This design comes from an exercise in tuning for small area on the open sky130 flow, not from production work. Function was checked by simulation only, so behaviour that the tests miss may differ from the original. Power figures rest on the tool's default switching activity, not on a simulated workload.

==> design.v <==
module hvsync_generator(clk, ce, reset,vga_h_sync, vga_v_sync, inDisplayArea, CounterX, CounterY);
input clk;
input ce;
input reset;
output vga_h_sync, vga_v_sync;
output inDisplayArea;
output [9:0] CounterX;
output [9:0] CounterY;
reg [9:0] CounterX;
reg [9:0] CounterY;
reg vga_HS, vga_VS;
reg inDisplayArea;
always @(posedge clk)
begin
   if(reset)
      CounterX <= 0;
   else if(!ce)
      CounterX <= CounterX;
   else if(CounterX==10'h320)
	   CounterX <= 0;
   else
	   CounterX <= CounterX +1;
end
always @(posedge clk)
begin
   if(reset)
      CounterY<=0; 
   else if(!ce)
      CounterY <= CounterY;
   else if(CounterY==10'h209)     
      CounterY<=0;
   else if(CounterX==10'h320)     
      CounterY <= CounterY + 1;
end
always @(posedge clk)
if(reset || ce)
begin
	vga_HS <= (CounterX>655 && CounterX<752); 	 
	vga_VS <= (CounterY==490 ||CounterY==491); 	 
end 
always @(posedge clk)
   if(reset)
      inDisplayArea<=0;
   else if(ce)
	   inDisplayArea <= (CounterX<640) && (CounterY<480);
assign vga_h_sync = ~vga_HS;
assign vga_v_sync = ~vga_VS;
endmodule
`timescale 1ns / 1ps
module ee354_spinvaders_sm(Clk, ce, win, p, reset, L, R, shoot,
	position, projX, py, returnX, returnY, topY, base, alive, score);
	input Clk, ce, win, reset;
	input [3:0] p;
	input L, R, shoot;
	output reg [9:0] position;
	output reg [9:0] projX;
	output reg [7:0] py;           
	output reg [9:0] returnX;
	output reg [8:0] returnY;
	output reg [8:0] topY;         
	output reg [4:0] base;         
	output reg [14:0] alive;       
	output reg [3:0] score;
	reg dir;
	reg [2:0] selh;                
	reg [79:0] ring;
	reg found;
	reg [4:0] sel_bk;
	reg sel_dead;
	wire [4:0] head = ring[4:0];
	wire go = (score == 4'd15) || (topY > 9'd310) ||
		(returnY > 9'd415 && returnY < 9'd435 && position >= 10'd10 &&
		 {1'b0, returnX} + 11'd10 > {1'b0, position} && {1'b0, returnX} < {1'b0, position} + 11'd10);
	wire turn = dir ? (base > 5'd25) : (base == 5'd0);
	wire [4:0] base_next = turn ? base : (dir ? base + 5'd1 : base - 5'd1);
	wire [9:0] projY = {1'b0, py, 1'b0};
	wire [11:0] f = {2'b0, projY} + 12'd16 - {3'b0, topY};
	wire prow0 = (f >= 12'd6) && (f <= 12'd26);
	wire prow1 = (f >= 12'd56) && (f <= 12'd76);
	wire prow2 = (f >= 12'd106) && (f <= 12'd126);
	wire active = !go && (projX != 10'd900) && (py != 8'd0);
	wire [11:0] g = {2'b0, projX} + 12'd64 - {6'b0, base, 1'b0};
	wire [4:0] gA, gB;
	genvar m;
	generate for (m = 0; m < 5; m = m + 1) begin : cols
		assign gA[m] = (g >= 119 + 100*m) && (g <= 159 + 100*m);
		assign gB[m] = (g >= 194 + 100*m) && (g <= 234 + 100*m);
	end endgenerate
	wire [14:0] ahit = alive & {{5{prow2}} & gA, {5{prow1}} & gB, {5{prow0}} & gA};
	wire head_alive = (p == 4'd15) ? 1'b1 : alive[p];
	wire head_row = (p < 4'd5) ? prow0 : (p < 4'd10) ? prow1 : (p < 4'd15) ? prow2 : 1'b0;
	wire [11:0] s = g + {6'b0, head, 1'b0};
	wire cand = win && active && head_row && !head_alive && (s >= 12'd994) && (s <= 12'd1034);
	wire found_eff = found && (p != 4'd0);
	wire first = cand && !found_eff;
	always @(posedge Clk) begin
		found <= found_eff | cand;
		ring <= {(head_alive | first) ? base_next : head, ring[79:5]};
		if (p == {selh, 1'b0}) begin
			sel_bk <= head;
			sel_dead <= !head_alive;
		end
	end
	wire sel_is950 = sel_dead && (sel_bk == base);
	reg [9:0] sel_init;
	reg [1:0] sel_row;
	always @(*) begin
		case (selh)
			3'd0: begin sel_init = 10'd75;  sel_row = 2'd0; end
			3'd1: begin sel_init = 10'd275; sel_row = 2'd0; end
			3'd2: begin sel_init = 10'd475; sel_row = 2'd0; end
			3'd3: begin sel_init = 10'd250; sel_row = 2'd1; end
			3'd4: begin sel_init = 10'd450; sel_row = 2'd1; end
			3'd5: begin sel_init = 10'd75;  sel_row = 2'd2; end
			3'd6: begin sel_init = 10'd275; sel_row = 2'd2; end
			default: begin sel_init = 10'd475; sel_row = 2'd2; end
		endcase
	end
	wire [9:0] selX = {base, 1'b0} + (sel_dead ? 10'd950 - {4'b0, sel_bk, 1'b0} : sel_init);
	wire [8:0] selY = topY + ((sel_row == 2'd0) ? 9'd0 : (sel_row == 2'd1) ? 9'd50 : 9'd100);
	always @(posedge Clk)
	if (reset || ce) begin
		if (reset || go)
			position <= 10'd300;
		else if (R && !L)
			position <= position + 10'd5;
		else if (L && !R)
			position <= position - 10'd5;
		if (reset) begin
			selh <= 3'd0;
			returnX <= 10'd0;
			returnY <= 9'd0;
		end else if (returnY >= 9'd480) begin
			if (sel_is950)
				selh <= selh + 3'd3;
			else begin
				returnX <= selX;
				returnY <= selY;
			end
		end else
			returnY <= returnY + 9'd10;
		if (reset || go) begin
			dir <= 1'b1;
			base <= 5'd0;
			projX <= 10'd900;
			py <= 8'd0;
			alive <= 15'h7fff;
			topY <= 9'd50;
			score <= 4'd0;
		end else begin
			base <= base_next;
			if (turn) begin
				dir <= !dir;
				topY <= topY + 9'd7;
			end
			if (projX == 10'd900) begin
				if (shoot) begin
					projX <= position;
					py <= 8'd200;
				end
			end else if (py == 8'd0)
				projX <= 10'd900;
			else if ((|ahit) || found) begin
				projX <= 10'd900;
				score <= score + 4'd1;
				alive <= alive & ~ahit;
			end else
				py <= py - 8'd5;
		end
	end
endmodule
`timescale 1ns / 1ps
module vga_demo(ClkPort, vga_h_sync, vga_v_sync, vga_r, vga_g, vga_b, Sw0, Sw1, btnU, btnR, btnL,
	St_ce_bar, St_rp_bar, Mt_ce_bar, Mt_St_oe_bar, Mt_St_we_bar,
	An0, An1, An2, An3, Ca, Cb, Cc, Cd, Ce, Cf, Cg, Dp,
	LD0, LD1, LD2, LD3, LD4, LD5, LD6, LD7);
	input ClkPort, btnU, btnR, btnL, Sw0, Sw1;
	output St_ce_bar, St_rp_bar, Mt_ce_bar, Mt_St_oe_bar, Mt_St_we_bar;
	output vga_h_sync, vga_v_sync, vga_r, vga_g, vga_b;
	output An0, An1, An2, An3, Ca, Cb, Cc, Cd, Ce, Cf, Cg, Dp;
	output LD0, LD1, LD2, LD3, LD4, LD5, LD6, LD7;
	reg vga_r, vga_g, vga_b;
	wire board_clk = ClkPort;
	wire reset = Sw0;
	reg [12:0] DIV_CLK;
	always @(posedge board_clk)
		if (reset)
			DIV_CLK <= 13'd0;
		else
			DIV_CLK <= DIV_CLK + 1'b1;
	wire pixel_ce = (DIV_CLK[1:0] == 2'b01);
	wire game_ce = (DIV_CLK == 13'h0FFF);
	wire scan_win = (DIV_CLK[12:4] == 9'h0FF);    
	assign {St_ce_bar, St_rp_bar, Mt_ce_bar, Mt_St_oe_bar, Mt_St_we_bar} = 5'b11111;
	wire inDisplayArea;
	wire [9:0] CounterX, CounterY;
	hvsync_generator syncgen(.clk(board_clk), .ce(pixel_ce), .reset(reset), .vga_h_sync(vga_h_sync),
		.vga_v_sync(vga_v_sync), .inDisplayArea(inDisplayArea), .CounterX(CounterX), .CounterY(CounterY));
	wire [9:0] position, projX, returnX;
	wire [7:0] py;
	wire [8:0] returnY, topY;
	wire [4:0] base;
	wire [14:0] alive;
	wire [3:0] score;
	ee354_spinvaders_sm Invaders(.Clk(board_clk), .ce(game_ce), .win(scan_win), .p(DIV_CLK[3:0]), .reset(reset),
		.L(btnL), .R(btnR), .shoot(btnU), .position(position), .projX(projX), .py(py),
		.returnX(returnX), .returnY(returnY), .topY(topY), .base(base), .alive(alive), .score(score));
	wire [11:0] d = {2'b0, CounterX} + 12'd64 - {6'b0, base, 1'b0};
	wire [11:0] e = {2'b0, CounterY} + 12'd16 - {3'b0, topY};
	wire row0 = (e >= 12'd6) && (e <= 12'd26);
	wire row1 = (e >= 12'd56) && (e <= 12'd76);
	wire row2 = (e >= 12'd106) && (e <= 12'd126);
	wire [4:0] dA, dB;
	genvar m;
	generate for (m = 0; m < 5; m = m + 1) begin : cols
		assign dA[m] = (d >= 119 + 100*m) && (d <= 159 + 100*m);
		assign dB[m] = (d >= 194 + 100*m) && (d <= 234 + 100*m);
	end endgenerate
	wire R = (row0 && |(alive[4:0] & dA)) || (row1 && |(alive[9:5] & dB)) || (row2 && |(alive[14:10] & dA));
	wire [10:0] cx = {1'b0, CounterX};
	wire [10:0] cy = {1'b0, CounterY};
	wire G = (CounterY >= 10'd415) && (CounterY <= 10'd435) && (position >= 10'd20) &&
		(cx + 11'd20 >= {1'b0, position}) && (cx <= {1'b0, position} + 11'd20);
	wire [9:0] projY = {1'b0, py, 1'b0};
	wire B = ((projX >= 10'd2) && (cx + 11'd2 >= {1'b0, projX}) && (cx <= {1'b0, projX} + 11'd2) &&
		  (projY >= 10'd5) && (cy + 11'd5 >= {1'b0, projY}) && (cy <= {1'b0, projY} + 11'd5)) ||
		 ((returnX >= 10'd2) && (cx + 11'd2 >= {1'b0, returnX}) && (cx <= {1'b0, returnX} + 11'd2) &&
		  (returnY >= 9'd5) && (cy + 11'd5 >= {2'b0, returnY}) && (cy <= {2'b0, returnY} + 11'd5));
	always @(posedge board_clk)
	if (reset || pixel_ce) begin
		vga_r <= R & inDisplayArea;
		vga_g <= G & inDisplayArea;
		vga_b <= B & inDisplayArea;
	end
	assign {LD0, LD1, LD2, LD3, LD4, LD5, LD6, LD7} = {1'b0, 1'b0, Sw1, 1'b1, reset, 1'b0, 1'b0, 1'b0};
	wire [1:0] ssdscan_clk = DIV_CLK[10:9];
	assign An0 = !(ssdscan_clk == 2'b00);
	assign An1 = !(ssdscan_clk == 2'b01);
	assign An2 = !(ssdscan_clk == 2'b10);
	assign An3 = !(ssdscan_clk == 2'b11);
	reg [6:0] seg;
	always @(*)
		case (score)
			4'b0000: seg = 7'b0000001;
			4'b0001: seg = 7'b1001111;
			4'b0010: seg = 7'b0010010;
			4'b0011: seg = 7'b0000110;
			4'b0100: seg = 7'b1001100;
			4'b0101: seg = 7'b0100100;
			4'b0110: seg = 7'b0100000;
			4'b0111: seg = 7'b0001111;
			4'b1000: seg = 7'b0000000;
			4'b1001: seg = 7'b0000100;
			4'b1010: seg = 7'b0001000;
			4'b1011: seg = 7'b1100000;
			4'b1100: seg = 7'b0110001;
			4'b1101: seg = 7'b1000010;
			4'b1110: seg = 7'b0110000;
			default: seg = 7'b1111111;
		endcase
	assign {Ca, Cb, Cc, Cd, Ce, Cf, Cg, Dp} = {(ssdscan_clk == 2'b00) ? seg : 7'b1111111, 1'b1};
endmodule
==> run.sh <==
#!/bin/bash
# synth_recipe.tcl (not shown) runs the flow's synth.tcl, then flattens the netlist and writes it again
# the make line also repeats each setting of config.mk as NAME=value (left out here)
make -C /OpenROAD-flow-scripts/flow DESIGN_CONFIG=/design/flow/config.mk WORK_HOME=/design/flow/orfs CLKGATE_MAP_FILE= SYNTH_SCRIPT=/design/flow/synth_recipe.tcl finish
==> config.mk <==
export PLATFORM = sky130hd
export DESIGN_NAME = vga_demo
export DESIGN_NICKNAME = vga_demo
export VERILOG_FILES = /design/flow/design.v
export SDC_FILE = /design/flow/constraint.sdc
export NUM_CORES = 4
export LEC_CHECK = 0
export CAP_MARGIN = 20
export CORE_MARGIN = 2
export CORE_UTILIZATION = 40
export PLACE_DENSITY = 0.6
export SLEW_MARGIN = 20
==> constraint.sdc <==
create_clock -name core_clock -period 10.0 [get_ports {ClkPort}]
set_input_delay 2.0000 -clock core_clock [delete_from_list [all_inputs] [get_ports {ClkPort}]]
set_output_delay 2.0000 -clock core_clock [all_outputs]
set_load 0.01 [all_outputs]
==> results.cfg, run 1 <==
[placed_design]
dp_hpwl_um = 36860
gp_congestion = 0.9109
port_buffers = 21

[setup_path]
cp-end-kind = register
crit_cells = 19
r2r-start = Invaders.py[3]$_SDFFCE_PP0P_
reg2reg_to = seg[2]$_DFF_P_
critPathMaxStageDelay_ns = 0.58
cp_max_fo = 20
crit_arrival_ns = 6.12
cp-start-kind = register
path_cells = inv_1, ha_1, ha_1, a21o_1, a221oi_1, a21oi_1, o211a_1, o2111a_1, o21bai_1, a221oi_1, a221o_1, or3_1, nand2_1, a21oi_4, o22ai_1, inv_1, ha_1, o21ai_0, o32ai_1
required_ns = 10.40
crit_slowest_cell = edfxtp_1
path_delay_family = compound AO/OA/AOI/OAI gates
ff2ff_setup_slack_ns = 4.28
worstSetupPathType = register to register
critPathBufInv = 2
r2r_cells = 19
crit_path_frequent_cell = ha_1

[final_layout]
nFillCells = 4262
n_antenna_cell = 0
layout-drive-gt1-share_pct = 4.652
areaGrowthSynthToFinish_pct = 9.087
final_nets = 2239

[detailed_routing]
top_layer = met5
drtAntennaViolNets = 0
vias = 14370
drc_errors = 0
wl_met3_um = 3105
dr.pass1.iters = 5
wl_met2_um = 21380
wl_met1_um = 22020
wl_per_cell_um = 18.62
drt_wl_total_um = 48100
drtIter0Drc = 1055
vias_per_cell = 5.560

[yosys]
yosys_warnings = 3
ys_types = 90
ys_async_sr_fraction_pct = 0
synth_top_area_share_pct = 17.47
synth_seq_cells = 217
syn_avg_cell_area_um2 = 8.768
syn_area_um2 = 17410
synthFlopType = dfxtp_1
synth-edff-count = 95
synth.area.top_cells = ha_1 (17%), edfxtp_1 (16%), dfxtp_1 (14%)
yosysSeqAreaShare_pct = 30.42
synth_top_area_cell = ha_1
postSynthCellCount = 1985

[floorplan]
start_util_pct = 40.50
ios = 36
rows = 76
die_w_um = 212.6
fp.dieH_um = 212.6
die-area_um2 = 45200
core_area_um2 = 42980

[timing]
slew_viol_final = 0
hold_viol_final = 0
tns_ns = 0
skew_ns = 0.02119
rsz0062_at_grt = no
min_period_ns = 5.716
worst_slew_pin_slew_ns = 1.051
clock.fmax_mhz = 174.9
slew-limit-headroom_pct = 29.45
finalCritPeriodShare_pct = 57.16
final-setup-viol-count = 0

[power_and_ir_drop]
leakage_nw = 7.801
powerDensity_nw_per_um2 = 157.2
irDropWorstVdd_uv = 202.6
power_w = 0.002985

[global_routing]
grt_pass1_wl_um = 76140
grt-ovfl-total = 0
grt_antenna_before_repair = 1
grt_pass1_vias = 13800
grt_start_max_net_pins = 46
track_usage_pct = 21.36

[min_path]
holdPathStages = 0
min_from = Invaders.ring[5]$_DFF_P_
hold_end = Invaders.ring[0]$_DFF_P_
worstHoldPathType = register to register

[clocking]
hold_buffers = 0
clockBufferDepth = 3
post-cts-setup-buffer-count = 0
clock_latency_ns = 0.55
htreeDepth = 1
cts_tree = yes
cts_buffers = 25
ctsResizeCount = 0
cts.sinks = 217
root_buffer = clkbuf_16
clk_pin_slew_ns = 0.06

[job]
drv_cap = 0

[run_status]
outcome = finished clean
-- synth_stat cells, types with 5 or more instances --
cell         n
or2_2        7
nor3_1      56
nor2_1     166
a21oi_1    129
nand3b_1     5
nand4_1     28
nor4_1      22
o22ai_1     11
mux2_1       5
or4_1        8
inv_1      149
nand3_1     63
a221oi_1     7
o2111ai_1    6
nand2b_1    37
o21a_1      24
a21o_1      24
o211ai_1    12
o21ai_0     93
xor2_1      38
o31ai_1      6
a211oi_1    18
nor3b_1      7
buf_2        5
and2_1      10
or3_1       27
xnor2_1    138
a31oi_1     15
mux2i_1     15
fa_1        10
and3_1       8
buf_4       15
edfxtp_1    95
clkbuf_1    52
o21bai_1    14
nor2b_1     46
ha_1       243
o41ai_1      5
a311oi_1     5
nand2_1    136
dfxtp_1    122
-- flip-flops by register name, indices dropped and copies added (netlist names), 3 cells and up --
register,flops
Invaders.ring,80
Invaders.alive,15
DIV_CLK,13
Invaders.position,10
Invaders.projX,10
Invaders.returnX,10
syncgen.CounterX,10
syncgen.CounterY,10
Invaders.returnY,9
Invaders.topY,9
Invaders.py,8
seg,7
Invaders.base,5
Invaders.sel_bk,5
Invaders.score,4
Invaders.selh,3
-- power by group --
part / total, W / switching, W / internal [W]
Combinational: 0.000872 / 0.000521 / 0.000351
Clock: 0.000945 / 0.000395 / 0.000550
Sequential: 0.00117 / 0.0000924 / 0.00108
-- worst reg2reg max path, delay by kind of cell (launching register included) --
family	cells	cell delay, ns
flip-flops	1	0.58
buffers and inverters	2	0.34
AND/OR/NAND/NOR	2	0.62
AO/OA/AOI/OAI	12	3.10
adder cells (fa/ha/maj)	3	0.97
-- metrics by stage --
stage          utilization, %  area, um^2  hold slack (ns)  setup WS (ns)  instances
2_1_floorplan               -       17440           0.3096          4.570       1995
3_3_place_gp            42.17       18120           0.3108          4.396       2538
3_5_place_dp            42.17       18120           0.3121          4.143       2538
4_1_cts                 44.13       18970           0.3269          4.068       2584
5_1_grt                 44.18       18990           0.3277          3.926       2584
6_report                44.18       18990           0.3237          4.284       2584
-- kinds of logic after synthesis --
| logic type | share of synthesized area, % |
|---|---|
| multiplexers | 1.833 |
| flip-flops | 30.42 |
| XOR/XNOR | 8.856 |
| buffers and inverters | 5.406 |
| other | 0.04315 |
| AND/OR/NAND/NOR | 18.69 |
| adder cells (fa/ha/maj) | 18.62 |
| AO/OA/AOI/OAI | 16.13 |
-- metal layers --
metal / vias to the layer above / GRT usage, %
met5: - / 0
li1: 7069 / -
met2: 471 / 34.18
met4: 2 / 8.006
met3: 82 / 2.984
met1: 6742 / 29.23
-- worst max-delay path by stage --
stage | from | endpoint | slack [ns]
2_1_floorplan | Invaders.py[3]$_SDFFCE_PP0P_ | seg[5]$_DFF_P_ | 4.57
6_report | Invaders.py[3]$_SDFFCE_PP0P_ | seg[2]$_DFF_P_ | 4.28
5_1_grt | Invaders.py[3]$_SDFFCE_PP0P_ | seg[2]$_DFF_P_ | 3.93
3_5_place_dp | Invaders.base[0]$_SDFFCE_PP0P_ | seg[5]$_DFF_P_ | 4.14
4_1_cts | Invaders.base[0]$_SDFFCE_PP0P_ | seg[5]$_DFF_P_ | 4.07
3_3_place_gp | Invaders.base[0]$_SDFFCE_PP0P_ | seg[5]$_DFF_P_ | 4.40
-- cell usage in the layout (no fill, tap or decap), types with 14 or more instances in the layout --
cell type / n
a21oi_1: 127
nor2_1: 164
nor4_1: 21
buf_4: 14
a21o_1: 24
ha_1: 243
o21bai_1: 14
nand4_1: 28
or3_1: 27
mux2i_1: 15
nor2b_1: 46
nand2b_1: 37
o21a_1: 24
dfxtp_1: 122
a31oi_1: 15
xor2_1: 38
inv_1: 149
a211oi_1: 18
o21ai_0: 93
clkbuf_16: 25
nand2_1: 136
nor3_1: 56
nand3_1: 63
clkdlybuf4s50_1: 20
edfxtp_1: 95
xnor2_1: 138
-- final cells by class --
class,count,area (um^2),share of cell area [%]
Multi-Input combinational cell,1550,11240,59.20
Clock buffer,28,646.9,3.407
Inverter,151,566.8,2.985
Clock inverter,18,195.2,1.028
Timing Repair Buffer,35,310.3,1.634
Sequential cell,217,5295,27.89
Tap cell,585,732.0,3.855
==> run 2, diff against run 1 <==
--- a/design.v
+++ b/design.v
@@ -68,9 +68,9 @@
 	reg [4:0] sel_bk;
 	reg sel_dead;
 	wire [4:0] head = ring[4:0];
+	wire [10:0] rpd = {1'b0, returnX} + 11'd9 - {1'b0, position};
 	wire go = (score == 4'd15) || (topY > 9'd310) ||
-		(returnY > 9'd415 && returnY < 9'd435 && position >= 10'd10 &&
-		 {1'b0, returnX} + 11'd10 > {1'b0, position} && {1'b0, returnX} < {1'b0, position} + 11'd10);
+		(returnY > 9'd415 && returnY < 9'd435 && position >= 10'd10 && rpd <= 11'd18);
 	wire turn = dir ? (base > 5'd25) : (base == 5'd0);
 	wire [4:0] base_next = turn ? base : (dir ? base + 5'd1 : base - 5'd1);
 	wire [9:0] projY = {1'b0, py, 1'b0};
@@ -205,27 +205,26 @@
 	ee354_spinvaders_sm Invaders(.Clk(board_clk), .ce(game_ce), .win(scan_win), .p(DIV_CLK[3:0]), .reset(reset),
 		.L(btnL), .R(btnR), .shoot(btnU), .position(position), .projX(projX), .py(py),
 		.returnX(returnX), .returnY(returnY), .topY(topY), .base(base), .alive(alive), .score(score));
-	wire [11:0] d = {2'b0, CounterX} + 12'd64 - {6'b0, base, 1'b0};
 	wire [11:0] e = {2'b0, CounterY} + 12'd16 - {3'b0, topY};
 	wire row0 = (e >= 12'd6) && (e <= 12'd26);
 	wire row1 = (e >= 12'd56) && (e <= 12'd76);
 	wire row2 = (e >= 12'd106) && (e <= 12'd126);
-	wire [4:0] dA, dB;
+	wire [11:0] q = {2'b0, CounterX} - {6'b0, base, 1'b0} + (row1 ? 12'd126 : 12'd201);
+	wire [4:0] rowalive = ({5{row0}} & alive[4:0]) | ({5{row1}} & alive[9:5]) | ({5{row2}} & alive[14:10]);
+	wire [4:0] col;
 	genvar m;
 	generate for (m = 0; m < 5; m = m + 1) begin : cols
-		assign dA[m] = (d >= 119 + 100*m) && (d <= 159 + 100*m);
-		assign dB[m] = (d >= 194 + 100*m) && (d <= 234 + 100*m);
+		assign col[m] = (q >= 256 + 100*m) && (q <= 296 + 100*m);
 	end endgenerate
-	wire R = (row0 && |(alive[4:0] & dA)) || (row1 && |(alive[9:5] & dB)) || (row2 && |(alive[14:10] & dA));
-	wire [10:0] cx = {1'b0, CounterX};
-	wire [10:0] cy = {1'b0, CounterY};
-	wire G = (CounterY >= 10'd415) && (CounterY <= 10'd435) && (position >= 10'd20) &&
-		(cx + 11'd20 >= {1'b0, position}) && (cx <= {1'b0, position} + 11'd20);
-	wire [9:0] projY = {1'b0, py, 1'b0};
-	wire B = ((projX >= 10'd2) && (cx + 11'd2 >= {1'b0, projX}) && (cx <= {1'b0, projX} + 11'd2) &&
-		  (projY >= 10'd5) && (cy + 11'd5 >= {1'b0, projY}) && (cy <= {1'b0, projY} + 11'd5)) ||
-		 ((returnX >= 10'd2) && (cx + 11'd2 >= {1'b0, returnX}) && (cx <= {1'b0, returnX} + 11'd2) &&
-		  (returnY >= 9'd5) && (cy + 11'd5 >= {2'b0, returnY}) && (cy <= {2'b0, returnY} + 11'd5));
+	wire R = |(rowalive & col);
+	wire [10:0] gx = {1'b0, CounterX} + 11'd20 - {1'b0, position};
+	wire G = (CounterY >= 10'd415) && (CounterY <= 10'd435) && (position >= 10'd20) && (gx <= 11'd40);
+	wire [10:0] pxd = {1'b0, CounterX} + 11'd2 - {1'b0, projX};
+	wire [10:0] pyd = {1'b0, CounterY} + 11'd5 - {2'b0, py, 1'b0};
+	wire [10:0] rxd = {1'b0, CounterX} + 11'd2 - {1'b0, returnX};
+	wire [10:0] ryd = {1'b0, CounterY} + 11'd5 - {2'b0, returnY};
+	wire B = (|projX[9:1] && pxd <= 11'd4 && py >= 8'd3 && pyd <= 11'd10) ||
+		 (|returnX[9:1] && rxd <= 11'd4 && returnY >= 9'd5 && ryd <= 11'd10);
 	always @(posedge board_clk)
 	if (reset || pixel_ce) begin
 		vga_r <= R & inDisplayArea;
--- a/config.mk
+++ b/config.mk
@@ -7,6 +7,9 @@
 export LEC_CHECK = 0
 export CAP_MARGIN = 20
 export CORE_MARGIN = 2
-export CORE_UTILIZATION = 40
-export PLACE_DENSITY = 0.6
+export CORE_UTILIZATION = 60
+export CTS_BUF_LIST = sky130_fd_sc_hd__clkbuf_8
+export CTS_CLUSTER_DIAMETER = 50
+export CTS_CLUSTER_SIZE = 12
+export PLACE_DENSITY = 0.75
 export SLEW_MARGIN = 20
==> results.cfg, run 2 <==
[run_status]
outcome = finished clean

[timing]
timing.final.ws_setup_ns = 3.957
final-setup-viol-count = 0
rsz0062_at_grt = no
clock.fmax_mhz = 165.5
hold_viol_final = 0
finalCritPeriodShare_pct = 60.43
slew_viol_final = 0
tns_ns = 0
worst_slew_pin_slew_ns = 1.155
min_period_ns = 6.043
skew_ns = 0.03795
slew-limit-headroom_pct = 23.02
holdWs_ns = 0.3193

[global_routing]
grt_pass1_wl_um = 66450
grt_pass1_vias = 12760
grt-ovfl-total = 0
grt_start_max_net_pins = 46
track_usage_pct = 29.23
grt_antenna_before_repair = 1

[yosys]
synth_seq_cells = 217
synth_top_area_cell = edfxtp_1
yosys_warnings = 3
ys_types = 102
syn_avg_cell_area_um2 = 9.011
synth-edff-count = 95
yosysSeqAreaShare_pct = 32.92
synth_top_area_share_pct = 17.73
synthFlopType = dfxtp_1
synth.area.top_cells = edfxtp_1 (18%), dfxtp_1 (15%), ha_1 (14%)
yosysMostFrequentCell = ha_1
ys_top_cells_by_count = ha_1 (182), inv_1 (158), nor2_1 (151), nand2_1 (124), dfxtp_1 (122)
postSynthCellCount = 1785
syn_area_um2 = 16090
ys_async_sr_fraction_pct = 0

[setup_path]
cp_max_fo = 7
cp-end-kind = register
cp-startpoint = Invaders.topY[2]$_SDFFCE_PP0P_
cp-start-kind = register
ff2ff_setup_slack_ns = 3.96
required_ns = 10.41
endpoint = vga_r$_DFFE_PP_
reg2reg_to = vga_r$_DFFE_PP_
worstSetupPathType = register to register
r2r_cells = 22
r2r-start = Invaders.topY[2]$_SDFFCE_PP0P_
crit_arrival_ns = 6.45

[power_and_ir_drop]
p_seq_share_pct = 43.4
switching_share_pct = 35.20
powerDensity_nw_per_um2 = 156.5
leakage_nw = 7.218
switchingPower_w = 0.0009424
clkPwrFrac_pct = 25.6
irDropWorstVdd_uv = 196.3
p_int_w = 0.001735
p_comb_share_pct = 31.0

[detailed_routing]
drtAntennaViolNets = 0
vias_per_cell = 6.132
dr.pass1.iters = 7
drt_wl_total_um = 41230
drtIter0Drc = 1099
wl_per_cell_um = 19.19
vias = 13180
drc_errors = 0

[clocking]
hold_buffers = 0
clockBufferDepth = 3
cts.sinks = 217
cts_buffers = 28
clock_latency_ns = 0.61
cts_tree = yes
clk_pin_slew_ns = 0.08
ctsResizeCount = 0
root_buffer = clkbuf_8
post-cts-setup-buffer-count = 0
htreeDepth = 1

[final_layout]
top_register = Invaders.ring
layout_common_cells = ha_1 (182), inv_1 (165), nor2_1 (151), nand2_1 (124), dfxtp_1 (122)
fin_util_pct = 65.29
layout_commonest_cell = ha_1
fin_cells = 2149
nFillCells = 2160
final_nets = 1996
areaGrowthSynthToFinish_pct = 6.371
n_antenna_cell = 0
largest_reg_flops = 80
layout-drive-gt1-share_pct = 6.174
reg_top3 = Invaders.ring x80, Invaders.alive x15, DIV_CLK x13

[floorplan]
start_util_pct = 61.38
rows = 59
core_area_um2 = 26210
ios = 36
fp.dieH_um = 167.7
die-area_um2 = 28140
die_w_um = 167.7

[placed_design]
dp.cells = 2099
dp_slack_ns = 4.071
gp_congestion = 0.9910
port_buffers = 21
dp_hpwl_um = 32220

[min_path]
worstHoldPathType = register to register

[job]
drv_cap = 0
-- run 2: metal layers --
layer / vias to the layer above / part of all wire, % / GRT usage [%]
li1: 6384 / - / -
met1: 6253 / 45 / 39.56
met2: 447 / 46 / 48.48
met3: 94 / 5.7 / 3.333
met4: 0 / 3.5 / 10.89
met5: - / 0 / 0
-- run 2: worst min-delay path by stage --
stage,from,end,slack (ns),depth (start not counted)
floorplan,Invaders.ring[5]$_DFF_P_,Invaders.ring[0]$_DFF_P_,0.31,0
global placement,Invaders.ring[8]$_DFF_P_,Invaders.ring[3]$_DFF_P_,0.31,0
detailed placement,Invaders.ring[55]$_DFF_P_,Invaders.ring[50]$_DFF_P_,0.31,0
CTS,Invaders.ring[75]$_DFF_P_,Invaders.ring[70]$_DFF_P_,0.32,0
global route,Invaders.ring[75]$_DFF_P_,Invaders.ring[70]$_DFF_P_,0.33,0
finish,Invaders.ring[75]$_DFF_P_,Invaders.ring[70]$_DFF_P_,0.32,0
-- run 2: logic make-up (layout without fill, tap and decap cells) --
family / Yosys count / after routing / share of synthesized area [%]
AO/OA/AOI/OAI: 399 / 399 / 17.34
XOR/XNOR: 147 / 147 / 8.051
adder cells (fa/ha/maj): 196 / 196 / 15.90
buffers and inverters: 224 / 243 / 5.756
flip-flops: 217 / 217 / 32.92
multiplexers: 36 / 36 / 2.544
other: 2 / 12 / 0.04669
AND/OR/NAND/NOR: 564 / 564 / 17.45
-- run 2: stage by stage --
step / power, W / cell area, um^2
floorplan: 0.001773 / 16120
global placement: 0.001964 / 16520
detailed placement: 0.001988 / 16520
CTS: 0.002673 / 17100
global route: 0.002829 / 17110
finish: 0.002677 / 17110
-- run 2: layout make-up --
type | instances | area, um^2 | area share, %
inverter | 161 | 604.3 | 3.532
timing repair buffer | 32 | 287.8 | 1.682
tap | 335 | 419.2 | 2.450
clock buffer | 30 | 412.9 | 2.413
sequential | 217 | 5295 | 30.95
clock inverter | 20 | 165.2 | 0.9653
multi-input combinational | 1354 | 9926 | 58.01
-- run 2: worst max-delay path: stages (launching register included) --
cell,delay (ns)
edfxtp_1,0.45
inv_1,0.23
ha_1,0.31
ha_1,0.30
a21o_1,0.16
a21oi_1,0.29
o21bai_1,0.11
a21oi_1,0.24
xnor2_1,0.22
mux2i_1,0.71
nor2b_1,0.39
ha_1,0.32
nor2b_1,0.14
nor3_1,0.23
nor2b_1,0.09
o21ai_0,0.22
nand2_1,0.11
xor2_1,0.42
mux2i_1,0.14
nor3_1,0.19
a21oi_1,0.09
a211o_1,0.29
a211oi_1,0.20
-- run 2: power by group through the flow --
stage,combinational [W],clock [W],sequential (W)
after global routing,0.000922,0.000729,0.00118
after detailed placement,0.000809,0,0.00118
after CTS,0.000815,0.000695,0.00116
after global placement,0.000787,0,0.00118
final,0.000829,0.000687,0.00116
after floorplan,0.000633,0,0.00114
==> run 3, diff against run 2 <==
--- a/config.mk
+++ b/config.mk
@@ -9,7 +9,7 @@
 export CORE_MARGIN = 2
 export CORE_UTILIZATION = 60
 export CTS_BUF_LIST = sky130_fd_sc_hd__clkbuf_8
-export CTS_CLUSTER_DIAMETER = 50
-export CTS_CLUSTER_SIZE = 12
+export CTS_CLUSTER_DIAMETER = 60
+export CTS_CLUSTER_SIZE = 18
 export PLACE_DENSITY = 0.75
 export SLEW_MARGIN = 20
==> results.cfg, run 3 <==
[yosys]
postSynthCellCount = 1785
synth_seq_cells = 217
ys_types = 102
synth_top_area_cell = edfxtp_1
ys_async_sr_fraction_pct = 0
synth_top_area_share_pct = 17.73
yosys_warnings = 3
syn_area_um2 = 16090
yosysMostFrequentCell = ha_1
synth.area.top_cells = edfxtp_1 (18%), dfxtp_1 (15%), ha_1 (14%)
ys_top_cells_by_count = ha_1 (182), inv_1 (158), nor2_1 (151), nand2_1 (124), dfxtp_1 (122)
yosysSeqAreaShare_pct = 32.92
syn_avg_cell_area_um2 = 9.011
synthFlopType = dfxtp_1
synth-edff-count = 95

[setup_path]
cp-end-kind = register
path_delay_family = compound AO/OA/AOI/OAI gates
worstSetupPathType = register to register
critPathMaxStageDelay_ns = 0.71
cp-start-kind = register
crit_arrival_ns = 6.41
crit_cells = 22
crit_slowest_cell = mux2i_1
r2r_cells = 22
path_cells = inv_1, ha_1, ha_1, a21o_1, a21oi_1, o21bai_1, a21oi_1, xnor2_1, mux2i_1, nor2b_1, ha_1, nor2b_1, nor3_1, nor2b_1, o21ai_0, nand2_1, xor2_1, mux2i_1, nor3_1, a21oi_1, a211o_1, a211oi_1
cp_max_fo = 7
required_ns = 10.39
critPathBufInv = 1

[job]
drv_cap = 0

[timing]
min_period_ns = 6.024
worst_slew_pin_slew_ns = 1.118
final-setup-viol-count = 0
rsz0062_at_grt = no
hold_viol_final = 0
tns_ns = 0
clock.fmax_mhz = 166.0
slew-limit-headroom_pct = 25.48
finalCritPeriodShare_pct = 60.24
skew_ns = 0.03045
holdWs_ns = 0.3223
slew_viol_final = 0

[clocking]
root_buffer = clkbuf_8
clk_pin_slew_ns = 0.11
cts_tree = yes
clockBufferDepth = 3
post-cts-setup-buffer-count = 0
cts_buffers = 19
cts.sinks = 217
hold_buffers = 0
clock_latency_ns = 0.56
ctsResizeCount = 0
htreeDepth = 1

[global_routing]
grt_pass1_wl_um = 66270
grt_start_max_net_pins = 46
grt-ovfl-total = 0
grt_antenna_before_repair = 0
grt_pass1_vias = 12660
track_usage_pct = 29.17

[power_and_ir_drop]
leakage_nw = 7.120
switchingPower_w = 0.0009024
powerDensity_nw_per_um2 = 151.4
switching_share_pct = 35.14
p_seq_share_pct = 45.2
p_comb_share_pct = 32.4
p_int_w = 0.001666
irDropWorstVdd_uv = 192.9
clkPwrFrac_pct = 22.5

[placed_design]
port_buffers = 21
gp_congestion = 0.9910
dp_hpwl_um = 32220

[run_status]
outcome = finished clean

[detailed_routing]
drt_wl_total_um = 41170
wl_per_cell_um = 19.31
vias_per_cell = 6.153
vias = 13120
drc_errors = 0
dr.pass1.iters = 5
drtAntennaViolNets = 0
drtIter0Drc = 1142

[floorplan]
die_w_um = 167.7
rows = 59
die-area_um2 = 28140
start_util_pct = 61.38
ios = 36
fp.dieH_um = 167.7
core_area_um2 = 26210

[final_layout]
layout-drive-gt1-share_pct = 5.509
largest_reg_flops = 80
reg_top3 = Invaders.ring x80, Invaders.alive x15, DIV_CLK x13
areaGrowthSynthToFinish_pct = 5.468
final_nets = 1987
layout_common_cells = ha_1 (182), inv_1 (161), nor2_1 (151), nand2_1 (124), dfxtp_1 (122)
n_antenna_cell = 0
layout_commonest_cell = ha_1
nFillCells = 2180
top_register = Invaders.ring

[min_path]
holdPathStages = 0
worstHoldPathType = register to register
[run 3: cell types whose count changed in the layout (fill, tap and decap cells not counted), sizes merged]
cell	previous run	this run
clkinvlp	0	1
bufinv	1	2
inv	176	165
clkbuf	30	20
clkinv	4	6
[run 3: kinds of logic (layout without fill, tap and decap cells)]
family,Yosys count,after routing,share of synthesized area (%)
simple gates,564,564,17.45
compound gates,399,399,17.34
mux,36,36,2.544
buf+inv,224,226,5.756
fa+ha+maj,196,196,15.90
other cells,2,12,0.04669
xor+xnor,147,147,8.051
flops,217,217,32.92
[run 3: through the flow]
step	utilization, %	setup WS [ns]	power [W]	cells	instance area [um^2]
global route	64.74	3.509	0.002717	2132	16970
floorplan	-	4.846	0.001773	1795	16120
global placement	63.04	4.292	0.001964	2099	16520
finish	64.74	3.976	0.002568	2132	16970
detailed placement	63.04	4.071	0.001988	2099	16520
CTS	64.69	4.046	0.002561	2132	16950
[run 3: final timing paths]
path | from | to | slack, ns
setup / recovery | Invaders.topY[2]$_SDFFCE_PP0P_ | vga_r$_DFFE_PP_ | 3.98
hold / removal | Invaders.ring[26]$_DFF_P_ | Invaders.ring[21]$_DFF_P_ | 0.32
setup reg to reg | Invaders.topY[2]$_SDFFCE_PP0P_ | vga_r$_DFFE_PP_ | 3.98
hold reg to reg | Invaders.ring[26]$_DFF_P_ | Invaders.ring[21]$_DFF_P_ | 0.32
[run 3: worst reg2reg max path, stage by stage, from the launching register on]
cell and delay, ns:
edfxtp_1 0.46, inv_1 0.23, ha_1 0.31, ha_1 0.30
a21o_1 0.16, a21oi_1 0.29, o21bai_1 0.11, a21oi_1 0.23
xnor2_1 0.22, mux2i_1 0.71, nor2b_1 0.40, ha_1 0.33
nor2b_1 0.14, nor3_1 0.24, nor2b_1 0.09, o21ai_0 0.22
nand2_1 0.10, xor2_1 0.42, mux2i_1 0.14, nor3_1 0.20
a21oi_1 0.09, a211o_1 0.29, a211oi_1 0.20
[run 3: routing by layer]
| layer | part of all wire, % | up-vias | global-route usage [%] |
|---|---|---|---|
| met5 | 0 | - | 0 |
| met4 | 3.5 | 0 | 10.25 |
| met3 | 5.5 | 88 | 2.931 |
| met2 | 46 | 451 | 48.51 |
| met1 | 45 | 6223 | 39.86 |
| li1 | - | 6356 | - |
[run 3: layout make-up]
type,count,area [um^2],area share (%)
clock buffer,20,275.3,1.623
clock inverter,13,157.7,0.9293
inverter,161,604.3,3.562
multi-input combinational,1354,9926,58.51
sequential,217,5295,31.21
tap,335,419.2,2.471
timing repair buffer,32,287.8,1.696
[run 3: power by group through the flow]
stage	Clock, W	Sequential (W)	Combinational (W)
after floorplan	0	0.00114	0.000633
after global placement	0	0.00118	0.000787
after detailed placement	0	0.00118	0.000809
after CTS	0.000584	0.00116	0.000816
after global routing	0.000617	0.00118	0.000923
final	0.000577	0.00116	0.000832
==> run 4, diff against run 3 <==
--- a/config.mk
+++ b/config.mk
@@ -8,8 +8,8 @@
 export CAP_MARGIN = 20
 export CORE_MARGIN = 2
 export CORE_UTILIZATION = 60
-export CTS_BUF_LIST = sky130_fd_sc_hd__clkbuf_8
-export CTS_CLUSTER_DIAMETER = 60
-export CTS_CLUSTER_SIZE = 18
+export CTS_BUF_LIST = sky130_fd_sc_hd__clkbuf_4
+export CTS_CLUSTER_DIAMETER = 30
+export CTS_CLUSTER_SIZE = 8
 export PLACE_DENSITY = 0.75
 export SLEW_MARGIN = 20
==> results.cfg, run 4 <==
[timing]
rsz0062_at_grt = no
finalCritPeriodShare_pct = 61.06
worst_slew_pin_slew_ns = 1.118
clock.fmax_mhz = 163.8
holdWs_ns = 0.3219
tns_ns = 0
skew_ns = 0.07296
slew_viol_final = 0
hold_viol_final = 0
min_period_ns = 6.106
final-setup-viol-count = 0
slew-limit-headroom_pct = 25.02
timing.final.ws_setup_ns = 3.894

[power_and_ir_drop]
irDropWorstVdd_uv = 171.0
powerDensity_nw_per_um2 = 161.2
leakage_nw = 7.262

[placed_design]
port_buffers = 21
placed_cell_area_um2 = 16520
gp_congestion = 0.9910
dp_slack_ns = 4.071
dp_hpwl_um = 32220

[min_path]
min_from = Invaders.ring[11]$_DFF_P_
hold_end = Invaders.ring[6]$_DFF_P_
holdPathStages = 0
worstHoldPathType = register to register

[final_layout]
design_area_um2 = 17230
largest_reg_flops = 80
layout_common_cells = ha_1 (182), inv_1 (158), nor2_1 (151), nand2_1 (124), dfxtp_1 (122)
layout_commonest_cell = ha_1
fin_util_pct = 65.74
areaGrowthSynthToFinish_pct = 7.102
final_nets = 2013
top_register = Invaders.ring
layout-drive-gt1-share_pct = 7.772
reg_top3 = Invaders.ring x80, Invaders.alive x15, DIV_CLK x13

[clocking]
cts_tree = yes
ctsResizeCount = 0
htreeDepth = 2
cts_buffers = 45
hold_buffers = 0
root_buffer = clkbuf_4
clock_latency_ns = 0.70
clockBufferDepth = 3
post-cts-setup-buffer-count = 0
cts.sinks = 217
clk_pin_slew_ns = 0.10

[detailed_routing]
vias_per_cell = 6.114
drtIter0Drc = 1142
drc_errors = 0
wl_per_cell_um = 19.02
dr.pass1.iters = 6
drt_wl_total_um = 41410
drtAntennaViolNets = 0
vias = 13310

[setup_path]
cp_max_fo = 7
cp-end-kind = register
ff2ff_setup_slack_ns = 3.89
worstSetupPathType = register to register
crit_arrival_ns = 6.57
reg2reg_to = vga_r$_DFFE_PP_
r2r_cells = 22
r2r-start = Invaders.topY[2]$_SDFFCE_PP0P_
cp-start-kind = register
required_ns = 10.46

[floorplan]
start_util_pct = 61.38
die-area_um2 = 28140
die_w_um = 167.7
ios = 36
core_area_um2 = 26210
rows = 59
fp.dieH_um = 167.7

[yosys]
ys_top_cells_by_count = ha_1 (182), inv_1 (158), nor2_1 (151), nand2_1 (124), dfxtp_1 (122)
ys_types = 102
yosysMostFrequentCell = ha_1
synth_top_area_cell = edfxtp_1
yosys_warnings = 3
synthFlopType = dfxtp_1
synth_top_area_share_pct = 17.73
synth-edff-count = 95
syn_avg_cell_area_um2 = 9.011
postSynthCellCount = 1785
ys_async_sr_fraction_pct = 0
syn_area_um2 = 16090
yosysSeqAreaShare_pct = 32.92
synth_seq_cells = 217
synth.area.top_cells = edfxtp_1 (18%), dfxtp_1 (15%), ha_1 (14%)

[global_routing]
grt-ovfl-total = 0
grt_pass1_vias = 12890
grt_start_max_net_pins = 46
track_usage_pct = 29.49
grt_pass1_wl_um = 66770
grt_antenna_before_repair = 2

[job]
drv_cap = 0

[run_status]
outcome = finished clean
==> run 4: worst max path at each step <==
stage,startpoint,to,slack [ns],depth (start not counted)
final,Invaders.topY[2]$_SDFFCE_PP0P_,vga_r$_DFFE_PP_,3.89,22
after detailed placement,Invaders.topY[2]$_SDFFCE_PP0P_,vga_r$_DFFE_PP_,4.07,24
after floorplan,Invaders.topY[2]$_SDFFCE_PP0P_,vga_r$_DFFE_PP_,4.85,29
after global placement,Invaders.topY[2]$_SDFFCE_PP0P_,vga_r$_DFFE_PP_,4.29,29
after CTS,Invaders.topY[2]$_SDFFCE_PP0P_,vga_r$_DFFE_PP_,3.94,29
after global routing,Invaders.topY[2]$_SDFFCE_PP0P_,vga_r$_DFFE_PP_,3.43,29
==> run 4: area by class of cell <==
| type | instances | area [um^2] |
|---|---|---|
| diodes | 2 | 5.005 |
| clock buffers | 53 | 397.9 |
| clock inverters | 23 | 292.8 |
| fillers | 2159 | 8979 |
| inverters | 161 | 604.3 |
| multi-input cells | 1354 | 9926 |
| flip-flops and latches | 217 | 5295 |
| well taps | 335 | 419.2 |
| repair buffers | 32 | 287.8 |
==> run 4: worst max-delay path, stage by stage, from the launching register on <==
cell	delay [ns]
edfxtp_1	0.45
inv_1	0.23
ha_1	0.31
ha_1	0.30
a21o_1	0.16
a21oi_1	0.29
o21bai_1	0.12
a21oi_1	0.25
xnor2_1	0.23
mux2i_1	0.71
nor2b_1	0.39
ha_1	0.33
nor2b_1	0.15
nor3_1	0.23
nor2b_1	0.09
o21ai_0	0.21
nand2_1	0.10
xor2_1	0.42
mux2i_1	0.14
nor3_1	0.19
a21oi_1	0.09
a211o_1	0.29
a211oi_1	0.20
==> run 4: routing by layer <==
layer  global-route usage, %  vias up  routed length (um)
met5                       0        -                   0
met4                   10.89        0                1543
met3                   3.876      112                2160
met2                   49.03      455               19030
met1                   39.50     6309               18680
li1                        -     6435                   -
==> run 4: cells by family after synthesis <==
kind of cell | synth area share, %
buffers and inverters | 5.756
flip-flops | 32.92
XOR/XNOR | 8.051
other | 0.04669
AO/OA/AOI/OAI | 17.34
adder cells (fa/ha/maj) | 15.90
multiplexers | 2.544
AND/OR/NAND/NOR | 17.45
==> run 4: power breakdown <==
| group | internal, W | switching [W] | total [W] |
|---|---|---|---|
| registers | 0.00108 | 0.0000797 | 0.00116 |
| logic | 0.000333 | 0.000497 | 0.000830 |
| clock network | 0.000420 | 0.000366 | 0.000785 |
| total | 0.00183 | 0.000942 | 0.00278 |
==> run 4: metrics by stage <==
| stage | power (W) | std cells |
|---|---|---|
| finish | 0.002776 | 2177 |
| global route | 0.002940 | 2177 |
| CTS | 0.002777 | 2175 |
| detailed placement | 0.001988 | 2099 |
| global placement | 0.001964 | 2099 |
| floorplan | 0.001773 | 1795 |
==> run 5, diff against run 4 <==
==> config.mk (replaced) <==
export PLATFORM = sky130hd
export DESIGN_NAME = vga_demo
export DESIGN_NICKNAME = vga_demo
export VERILOG_FILES = /design/flow/design.v
export SDC_FILE = /design/flow/constraint.sdc
export NUM_CORES = 4
export LEC_CHECK = 0
export CAP_MARGIN = 20
export CORE_MARGIN = 2
export CORE_UTILIZATION = 40
export PLACE_DENSITY = 0.6
export SLEW_MARGIN = 20
==> results.cfg, run 5 <==
[final_layout]
fin_cells = 2331
n_antenna_cell = 0
layout_common_cells = ha_1 (182), inv_1 (159), nor2_1 (151), nand2_1 (124), dfxtp_1 (122)
final_nets = 1990
multi_input_area_um2 = 9930
fin_util_pct = 44.15
largest_reg_flops = 80
layout-drive-gt1-share_pct = 5.814
reg_top3 = Invaders.ring x80, Invaders.alive x15, DIV_CLK x13
seq_area_um2 = 5295
nFillCells = 3854
top_register = Invaders.ring
layout_commonest_cell = ha_1
areaGrowthSynthToFinish_pct = 9.054

[timing]
skew_ns = 0.01723
slew-limit-headroom_pct = 30.18
rsz0062_at_grt = no
final-setup-viol-count = 0
clock.fmax_mhz = 164.3
hold_viol_final = 0
finalCritPeriodShare_pct = 60.85
slew_viol_final = 0
worst_slew_pin_slew_ns = 1.043
tns_ns = 0
min_period_ns = 6.085

[power_and_ir_drop]
leakage_nw = 7.272
clkPwrFrac_pct = 30.7
p_int_w = 0.001917
irDropWorstVdd_uv = 171.7
switchingPower_w = 0.0009527
switching_share_pct = 33.20
p_seq_share_pct = 40.4
p_comb_share_pct = 28.9
powerDensity_nw_per_um2 = 163.6

[global_routing]
grt_antenna_before_repair = 0
grt_pass1_vias = 12460
grt_start_max_net_pins = 38
track_usage_pct = 20.83
grt_pass1_wl_um = 68510
grt-ovfl-total = 0

[setup_path]
reg2reg_to = vga_r$_DFFE_PP_
cp-end-kind = register
crit_arrival_ns = 6.44
r2r-start = Invaders.topY[2]$_SDFFCE_PP0P_
required_ns = 10.36
worstSetupPathType = register to register
cp-start-kind = register
r2r_cells = 22
ff2ff_setup_slack_ns = 3.92
cp_max_fo = 7

[clocking]
clockBufferDepth = 3
hold_buffers = 0
clk_pin_slew_ns = 0.06
ctsResizeCount = 0
cts.sinks = 217
post-cts-setup-buffer-count = 0
cts_buffers = 24
cts_tree = yes
htreeDepth = 1
root_buffer = clkbuf_16
clock_latency_ns = 0.55

[detailed_routing]
drt_wl_total_um = 43390
drc_errors = 0
vias = 13000
drtIter0Drc = 1032
drtAntennaViolNets = 0
wl_per_cell_um = 18.61
dr.pass1.iters = 8
vias_per_cell = 5.576

[placed_design]
gp_congestion = 0.9339
dp_hpwl_um = 33840
port_buffers = 21
dp.cells = 2287

[yosys]
yosys_warnings = 3
synth.area.top_cells = edfxtp_1 (18%), dfxtp_1 (15%), ha_1 (14%)
ys_async_sr_fraction_pct = 0
ys_types = 102
ys_top_cells_by_count = ha_1 (182), inv_1 (158), nor2_1 (151), nand2_1 (124), dfxtp_1 (122)
syn_avg_cell_area_um2 = 9.011
synth_seq_cells = 217
synth_top_area_cell = edfxtp_1
postSynthCellCount = 1785
yosysSeqAreaShare_pct = 32.92
synth_top_area_share_pct = 17.73
synth-edff-count = 95
syn_area_um2 = 16090
yosysMostFrequentCell = ha_1
synthFlopType = dfxtp_1

[floorplan]
die_w_um = 204.5
die-area_um2 = 41830
core_area_um2 = 39730
ios = 36
rows = 73
fp.dieH_um = 204.5
start_util_pct = 40.48

[min_path]
min_from = Invaders.ring[9]$_DFF_P_
holdPathStages = 0
hold_end = Invaders.ring[4]$_DFF_P_
worstHoldPathType = register to register

[run_status]
outcome = finished clean

[job]
drv_cap = 0
## run 5: cell counts after synthesis
Identical to the previous run, type by type.
## run 5: cells by family (layout without fill, tap and decap cells)
family          count (synthesis)  after routing  synth area share, %
other cells                     2             12              0.04669
buf+inv                       224            235                5.756
xor+xnor                      147            147                8.051
mux                            36             36                2.544
compound gates                399            399                17.34
flops                         217            217                32.92
fa+ha+maj                     196            196                15.90
simple gates                  564            564                17.45
## run 5: metrics by stage
stage / total power [W] / setup slack, ns / area (um^2) / hold WS (ns)
6_report: 0.002870 / 3.915 / 17540 / 0.3256
4_1_cts: 0.002889 / 4.045 / 17530 / 0.3263
5_1_grt: 0.003034 / 3.472 / 17540 / 0.3299
3_3_place_gp: 0.001981 / 4.267 / 16740 / 0.3106
3_5_place_dp: 0.001994 / 4.088 / 16740 / 0.3121
2_1_floorplan: 0.001773 / 4.846 / 16120 / 0.3096
## run 5: layout make-up
| type | instances | share of cell area [%] |
|---|---|---|
| Multi-Input combinational cell | 1354 | 56.60 |
| Sequential cell | 217 | 30.19 |
| Clock buffer | 31 | 3.809 |
| Tap cell | 525 | 3.745 |
| Inverter | 161 | 3.445 |
| Timing Repair Buffer | 30 | 1.555 |
| Clock inverter | 13 | 0.6562 |
## run 5: worst max-delay path by stage
stage | from | end | slack (ns) | depth (start not counted)
2_1_floorplan | Invaders.topY[2]$_SDFFCE_PP0P_ | vga_r$_DFFE_PP_ | 4.85 | 29
3_3_place_gp | Invaders.topY[2]$_SDFFCE_PP0P_ | vga_r$_DFFE_PP_ | 4.27 | 29
3_5_place_dp | Invaders.topY[2]$_SDFFCE_PP0P_ | vga_r$_DFFE_PP_ | 4.09 | 22
4_1_cts | Invaders.topY[2]$_SDFFCE_PP0P_ | vga_r$_DFFE_PP_ | 4.04 | 22
5_1_grt | Invaders.topY[2]$_SDFFCE_PP0P_ | vga_r$_DFFE_PP_ | 3.47 | 22
6_report | Invaders.topY[2]$_SDFFCE_PP0P_ | vga_r$_DFFE_PP_ | 3.92 | 22
## run 5: worst max-delay path: stages (launching register included)
cell and delay [ns]:
edfxtp_1 0.44, inv_1 0.26, ha_1 0.33, ha_1 0.30, a21o_1 0.16, a21oi_1 0.30, o21bai_1 0.11, a21oi_1 0.23
xnor2_1 0.23, mux2i_1 0.64, nor2b_1 0.41, ha_1 0.33, nor2b_1 0.14, nor3_1 0.26, nor2b_1 0.08, o21ai_0 0.21
nand2_1 0.10, xor2_1 0.42, mux2i_1 0.14, nor3_1 0.22, a21oi_1 0.08, a211o_1 0.30, a211oi_1 0.22
## run 5: power by group through the flow
stage | registers, W | logic, W | clock network, W
detailed placement | 0.00118 | 0.000817 | 0
global placement | 0.00118 | 0.000804 | 0
CTS | 0.00116 | 0.000824 | 0.000903
global route | 0.00118 | 0.000923 | 0.000935
floorplan | 0.00114 | 0.000633 | 0
finish | 0.00116 | 0.000830 | 0.000881
## run 5: metal layers
layer / wire (um) / GRT usage (%) / share of wire (%) / up-vias
li1: - / - / - / 6366
met1: 20130 / 28.45 / 46 / 6206
met2: 19280 / 33.38 / 44 / 343
met3: 2347 / 2.975 / 5.4 / 83
met4: 1632 / 7.790 / 3.8 / 0
met5: 0 / 0 / 0 / -
==> run 6, diff against run 5 <==
--- a/design.v
+++ b/design.v
@@ -255,7 +255,7 @@
 			4'b1100: seg = 7'b0110001;
 			4'b1101: seg = 7'b1000010;
 			4'b1110: seg = 7'b0110000;
-			default: seg = 7'b1111111;
+			default: seg = 7'b0111000;
 		endcase
-	assign {Ca, Cb, Cc, Cd, Ce, Cf, Cg, Dp} = {(ssdscan_clk == 2'b00) ? seg : 7'b1111111, 1'b1};
+	assign {Ca, Cb, Cc, Cd, Ce, Cf, Cg, Dp} = {seg | {7{(ssdscan_clk != 2'b00) || (score == 4'd15)}}, 1'b1};
 endmodule
--- a/config.mk
+++ b/config.mk
@@ -7,6 +7,9 @@
 export LEC_CHECK = 0
 export CAP_MARGIN = 20
 export CORE_MARGIN = 2
-export CORE_UTILIZATION = 40
-export PLACE_DENSITY = 0.6
+export CORE_UTILIZATION = 60
+export CTS_BUF_LIST = sky130_fd_sc_hd__clkbuf_16
+export CTS_CLUSTER_DIAMETER = 80
+export CTS_CLUSTER_SIZE = 30
+export PLACE_DENSITY = 0.75
 export SLEW_MARGIN = 20
==> results.cfg, run 6 <==
[setup_path]
reg2reg_to = vga_r$_DFFE_PP_
required_ns = 10.26
crit_arrival_ns = 6.46
r2r_cells = 32
cp-start-kind = register
cp-end-kind = register
ff2ff_setup_slack_ns = 3.80
r2r-start = Invaders.topY[2]$_SDFFCE_PP0P_
crit_slowest_cell = edfxtp_1
cp_max_fo = 7
critPathMaxStageDelay_ns = 0.44
worstSetupPathType = register to register

[final_layout]
layout_commonest_cell = ha_1
top_register = Invaders.ring
n_antenna_cell = 0
nFillCells = 2202
layout-drive-gt1-share_pct = 4.389
layout_common_cells = ha_1 (182), inv_1 (158), nor2_1 (146), nand2_1 (132), dfxtp_1 (122)
reg_top3 = Invaders.ring x80, Invaders.alive x15, DIV_CLK x13
areaGrowthSynthToFinish_pct = 5.824
largest_reg_flops = 80
final_nets = 1994

[yosys]
postSynthCellCount = 1801
ys_types = 86
yosysMostFrequentCell = ha_1
synth-edff-count = 95
ys_async_sr_fraction_pct = 0
synth.area.top_cells = edfxtp_1 (18%), dfxtp_1 (15%), ha_1 (14%)
syn_avg_cell_area_um2 = 8.862
synth_seq_cells = 217
synth_top_area_cell = edfxtp_1
syn_area_um2 = 15960
synthFlopType = dfxtp_1
ys_top_cells_by_count = ha_1 (182), inv_1 (156), nor2_1 (146), nand2_1 (132), dfxtp_1 (122)
yosysSeqAreaShare_pct = 33.18
synth_top_area_share_pct = 17.87
yosys_warnings = 3

[timing]
final-setup-viol-count = 0
timing.final.ws_setup_ns = 3.803
skew_ns = 0.02152
finalCritPeriodShare_pct = 61.97
rsz0062_at_grt = no
min_period_ns = 6.197
tns_ns = 0
clock.fmax_mhz = 161.4
worst_slew_pin_slew_ns = 1.072
slew-limit-headroom_pct = 28.24
hold_viol_final = 0
slew_viol_final = 0

[global_routing]
grt_start_max_net_pins = 45
track_usage_pct = 27.94
grt_use_met3_pct = 4.042
use_met2_pct = 44.64
grt_pass1_wl_um = 63130
use_met1_pct = 38.51
grt-busiest-layer = met2
grt_pass1_vias = 12290
grt_antenna_before_repair = 0
grt-ovfl-total = 0

[min_path]
min_from = Invaders.ring[5]$_DFF_P_
worstHoldPathType = register to register
hold_end = Invaders.ring[0]$_DFF_P_
holdPathStages = 0

[detailed_routing]
drt_wl_total_um = 39830
dr.pass1.iters = 9
wl_per_cell_um = 18.65
drc_errors = 0
drtAntennaViolNets = 0
vias_per_cell = 6.137
vias = 13100
drtIter0Drc = 1411

[run_status]
outcome = finished clean

[power_and_ir_drop]
p_int_w = 0.001692
clkPwrFrac_pct = 25.1
leakage_nw = 7.101
power_w = 0.002600
p_seq_share_pct = 43.6
p_comb_share_pct = 31.4
switching_share_pct = 34.94
irDropWorstVdd_uv = 198.2
switchingPower_w = 0.0009086
powerDensity_nw_per_um2 = 153.9

[clocking]
cts_tree = yes
ctsResizeCount = 0
htreeDepth = 1
cts_buffers = 14
post-cts-setup-buffer-count = 0
hold_buffers = 0
cts.sinks = 217
clk_pin_slew_ns = 0.11
root_buffer = clkbuf_16
clock_latency_ns = 0.51
clockBufferDepth = 3

[job]
drv_cap = 0

[floorplan]
die-area_um2 = 27920
fp.dieH_um = 167.1
die_w_um = 167.1
start_util_pct = 61.25
ios = 36
core_area_um2 = 26060
rows = 59

[placed_design]
dp_hpwl_um = 30660
port_buffers = 21
gp_congestion = 0.9899
dp_slack_ns = 3.911
==> run 6: cell types whose count changed after synthesis, sizes merged, moves of 7 or more <==
cell	previous run	this run
o22ai	3	11
mux2i	24	9
nand2	124	132
a21oi	96	120
a31oi	11	21
xor2	49	63
o21a	24	12
nor2	153	146
nor3	53	61
nor2b	35	28
a21o	33	47
==> run 6: cells by family (layout without fill, tap and decap cells) <==
kind of cell               count (synthesis)  after routing  synth area share, %
and+or+nand+nor                          573            573                17.93
AOI/OAI and AO/OA                        410            410                16.67
buffers and inverters                    223            212                5.652
DFF                                      217            217                33.18
adders and majority gates                196            196                16.02
xor gates and xnor gates                 158            158                8.718
muxes                                     22             22                1.787
other                                      2             12              0.04705
==> run 6: worst max-delay path by stage <==
stage,to,from,slack (ns)
final,vga_r$_DFFE_PP_,Invaders.topY[2]$_SDFFCE_PP0P_,3.80
after global routing,vga_r$_DFFE_PP_,Invaders.topY[2]$_SDFFCE_PP0P_,3.12
after CTS,vga_r$_DFFE_PP_,Invaders.topY[2]$_SDFFCE_PP0P_,3.83
after detailed placement,vga_r$_DFFE_PP_,Invaders.topY[2]$_SDFFCE_PP0P_,3.91
after global placement,vga_r$_DFFE_PP_,Invaders.topY[2]$_SDFFCE_PP0P_,4.12
after floorplan,vga_r$_DFFE_PP_,Invaders.topY[2]$_SDFFCE_PP0P_,4.62
==> run 6: routing by layer <==
| metal | routed length (um) | vias to the layer above | part of all wire [%] |
|---|---|---|---|
| met2 | 17580 | 515 | 44 |
| met4 | 1673 | 0 | 4.2 |
| met5 | 0 | - | 0 |
| met3 | 2975 | 96 | 7.5 |
| met1 | 17600 | 6116 | 44 |
| li1 | - | 6376 | - |
==> run 6: layout make-up <==
cell class              instances  area (um^2)  share of cell area, %
inverters                     158        593.1                  3.511
clock inverters                 9        133.9                 0.7927
multi-input cells            1371         9801                  58.03
well taps                     335        419.2                  2.482
flip-flops and latches        217         5295                  31.35
clock buffers                  15        375.4                  2.222
repair buffers                 30        272.8                  1.615
==> run 6: power by group through the flow <==
stage	Combinational (W)	Clock, W	Sequential (W)
2_1_floorplan	0.000631	0	0.00112
3_3_place_gp	0.000777	0	0.00115
3_5_place_dp	0.000793	0	0.00115
4_1_cts	0.000800	0.000664	0.00114
5_1_grt	0.000904	0.000690	0.00115
6_report	0.000815	0.000651	0.00113
==> run 6: worst max-delay path: cells and delay by family, from the launching register on <==
family	cells	cell delay [ns]
flops	1	0.44
fa+ha+maj	4	1.03
simple gates	13	1.84
compound gates	10	2.08
buf+inv	4	0.47
xor+xnor	1	0.07
==> run 6: stage by stage <==
step                      instance area (um^2)  cells  hold slack (ns)  util, %
after global placement                   16380   2111           0.3117    62.86
after detailed placement                 16380   2111           0.3121    62.86
after floorplan                          16000   1811           0.3096        -
after global routing                     16890   2135           0.3333    64.81
after CTS                                16890   2135           0.3305    64.81
final                                    16890   2135           0.3292    64.81
==> run 7, diff against run 6 <==
--- a/config.mk
+++ b/config.mk
@@ -8,8 +8,8 @@
 export CAP_MARGIN = 20
 export CORE_MARGIN = 2
 export CORE_UTILIZATION = 60
-export CTS_BUF_LIST = sky130_fd_sc_hd__clkbuf_16
-export CTS_CLUSTER_DIAMETER = 80
-export CTS_CLUSTER_SIZE = 30
+export CTS_BUF_LIST = sky130_fd_sc_hd__clkbuf_8
+export CTS_CLUSTER_DIAMETER = 50
+export CTS_CLUSTER_SIZE = 15
 export PLACE_DENSITY = 0.75
 export SLEW_MARGIN = 20
==> results.cfg, run 7 <==
[power_and_ir_drop]
switchingPower_w = 0.0009126
p_int_w = 0.001671
clkPwrFrac_pct = 24.6
irDropWorstVdd_uv = 175.2
switching_share_pct = 35.32
power_w = 0.002584
powerDensity_nw_per_um2 = 152.8
leakage_nw = 7.131
p_comb_share_pct = 31.6
p_seq_share_pct = 43.9

[setup_path]
path_delay_family = compound AO/OA/AOI/OAI gates
cp-start-kind = register
cp-end-kind = register
crit_slowest_cell = edfxtp_1
critPathBufInv = 4
crit_arrival_ns = 6.47
worstSetupPathType = register to register
cp_max_fo = 7
required_ns = 10.31
critPathMaxStageDelay_ns = 0.43

[clocking]
cts.sinks = 217
cts_tree = yes
post-cts-setup-buffer-count = 0
hold_buffers = 0
ctsResizeCount = 0
clockBufferDepth = 3
htreeDepth = 1
clk_pin_slew_ns = 0.09
clock_latency_ns = 0.57
root_buffer = clkbuf_8
cts_buffers = 25

[final_layout]
fin_cells = 2157
layout_common_cells = ha_1 (182), inv_1 (162), nor2_1 (146), nand2_1 (132), dfxtp_1 (122)
top_register = Invaders.ring
layout_commonest_cell = ha_1
n_antenna_cell = 0
largest_reg_flops = 80
seq_area_um2 = 5295
layout-drive-gt1-share_pct = 5.214
areaGrowthSynthToFinish_pct = 5.911
fin_util_pct = 64.87
nFillCells = 2212
multi_input_area_um2 = 9801
final_nets = 2005
reg_top3 = Invaders.ring x80, Invaders.alive x15, DIV_CLK x13

[placed_design]
gp_congestion = 0.9899
dp.cells = 2111
port_buffers = 21
dp_hpwl_um = 30660

[timing]
rsz0062_at_grt = no
slew_viol_final = 0
slew-limit-headroom_pct = 28.47
tns_ns = 0
final-setup-viol-count = 0
hold_viol_final = 0
worst_slew_pin_slew_ns = 1.069
finalCritPeriodShare_pct = 61.55
skew_ns = 0.02727
clock.fmax_mhz = 162.5
min_period_ns = 6.155

[yosys]
muxShareOfSynthArea_pct = 1.787
synth-edff-count = 95
synth_top_area_cell = edfxtp_1
synth_top_area_share_pct = 17.87
synthXorXnorAreaFrac_pct = 8.717
synth_seq_cells = 217
postSynthCellCount = 1801
yosysSeqAreaShare_pct = 33.18
synth_top_family_by_area = simple AND/OR/NAND/NOR gates
synth-compound-area-share_pct = 16.67
synth.area.top_cells = edfxtp_1 (18%), dfxtp_1 (15%), ha_1 (14%)
synthFlopType = dfxtp_1
synth_adder_area_share_pct = 16.02
yosysMostFrequentCell = ha_1
syn_avg_cell_area_um2 = 8.862
ys_types = 86
ys_async_sr_fraction_pct = 0
yosys_warnings = 3
syn_area_um2 = 15960
ys_top_cells_by_count = ha_1 (182), inv_1 (156), nor2_1 (146), nand2_1 (132), dfxtp_1 (122)
yosys.area_share.simple_pct = 17.93

[detailed_routing]
wl_per_cell_um = 18.40
vias_per_cell = 6.119
vias = 13200
dr.pass1.iters = 7
drtAntennaViolNets = 0
top_layer = met4
drt_wl_total_um = 39690
wl_met1_um = 17690
drtIter0Drc = 1330
drc_errors = 0
wl_met2_um = 17650
wl_met3_um = 2951

[floorplan]
start_util_pct = 61.25
core_area_um2 = 26060
die-area_um2 = 27920
ios = 36
fp.dieH_um = 167.1
die_w_um = 167.1
rows = 59

[global_routing]
grt_start_max_net_pins = 45
grt_antenna_before_repair = 0
grt_pass1_vias = 12360
grt-ovfl-total = 0
grt_pass1_wl_um = 63330
track_usage_pct = 27.82

[run_status]
outcome = finished clean

[job]
drv_cap = 0

[min_path]
worstHoldPathType = register to register
-- run 7: through the flow --
step	cell area, um^2	hold slack (ns)	worst slack [ns]
finish	16900	0.3202	3.845
global route	16900	0.3211	3.178
CTS	16900	0.3208	3.874
detailed placement	16380	0.3121	3.911
global placement	16380	0.3117	4.116
floorplan	16000	0.3096	4.620
-- run 7: per-layer routing --
metal / up-vias / GRT usage (%)
met3: 101 / 3.569
met2: 542 / 45.09
met4: 0 / 9.258
li1: 6403 / -
met5: - / 0
met1: 6153 / 38.74
-- run 7: area by class of cell --
cell class / instances / area share (%)
clock buffers: 25 / 2.036
well taps: 335 / 2.480
clock inverters: 21 / 1.058
inverters: 158 / 3.509
multi-input cells: 1371 / 57.98
repair buffers: 30 / 1.614
flip-flops and latches: 217 / 31.32
-- run 7: path summary, 6_finish.rpt --
kind | end | slack, ns | from | cells after the start
worst max-delay path | vga_r$_DFFE_PP_ | 3.84 | Invaders.topY[2]$_SDFFCE_PP0P_ | 32
worst min-delay path | Invaders.ring[45]$_DFF_P_ | 0.32 | Invaders.ring[50]$_DFF_P_ | 0
worst max register to register | vga_r$_DFFE_PP_ | 3.84 | Invaders.topY[2]$_SDFFCE_PP0P_ | 32
worst min register to register | Invaders.ring[45]$_DFF_P_ | 0.32 | Invaders.ring[50]$_DFF_P_ | 0
-- run 7: cell families after synthesis --
group,after synthesis
multiplexers,22
AO/OA/AOI/OAI,410
flip-flops,217
adder cells (fa/ha/maj),196
buffers and inverters,223
AND/OR/NAND/NOR,573
XOR/XNOR,158
other,2
-- run 7: power groups by stage --
stage          sequential (W)  combinational, W  clock [W]
5_1_grt               0.00115          0.000904   0.000680
3_5_place_dp          0.00115          0.000793          0
2_1_floorplan         0.00112          0.000631          0
4_1_cts               0.00114          0.000800   0.000647
6_report              0.00113          0.000815   0.000635
3_3_place_gp          0.00115          0.000777          0

-- port drivers added, routing unchanged --
The flow's constraints put no driver on any port. The routed layouts listed below were extracted and timed again, unchanged, in two steps. Step 1, drivers: a clkbuf_16 drives ClkPort and a buf_2 each remaining input, both assumed. Step 2, shift: input delay + t, output delay - t, t = (earliest + latest rising clock arrival at the registers) / 2. This alone moves slack from input paths to output paths. Three values: ideal, step 1, step 2; two values: the first two.
run | shift t [ns] | setup WS [ns]
run 1 | 0.594 | 4.284 / 4.284 / 4.284
run 2 | 0.640 | 3.957 / 3.957 / 3.957
run 3 | 0.591 | 3.976 / 3.976 / 3.976
run 4 | 0.704 | 3.894 / 3.894 / 3.894
run 5 | 0.589 | 3.915 / 3.915 / 3.915
run 6 | 0.546 | 3.803 / 3.803 / 3.803
run 7 | 0.601 | 3.845 / 3.845 / 3.845
After both steps setup and hold are still met in every run listed.
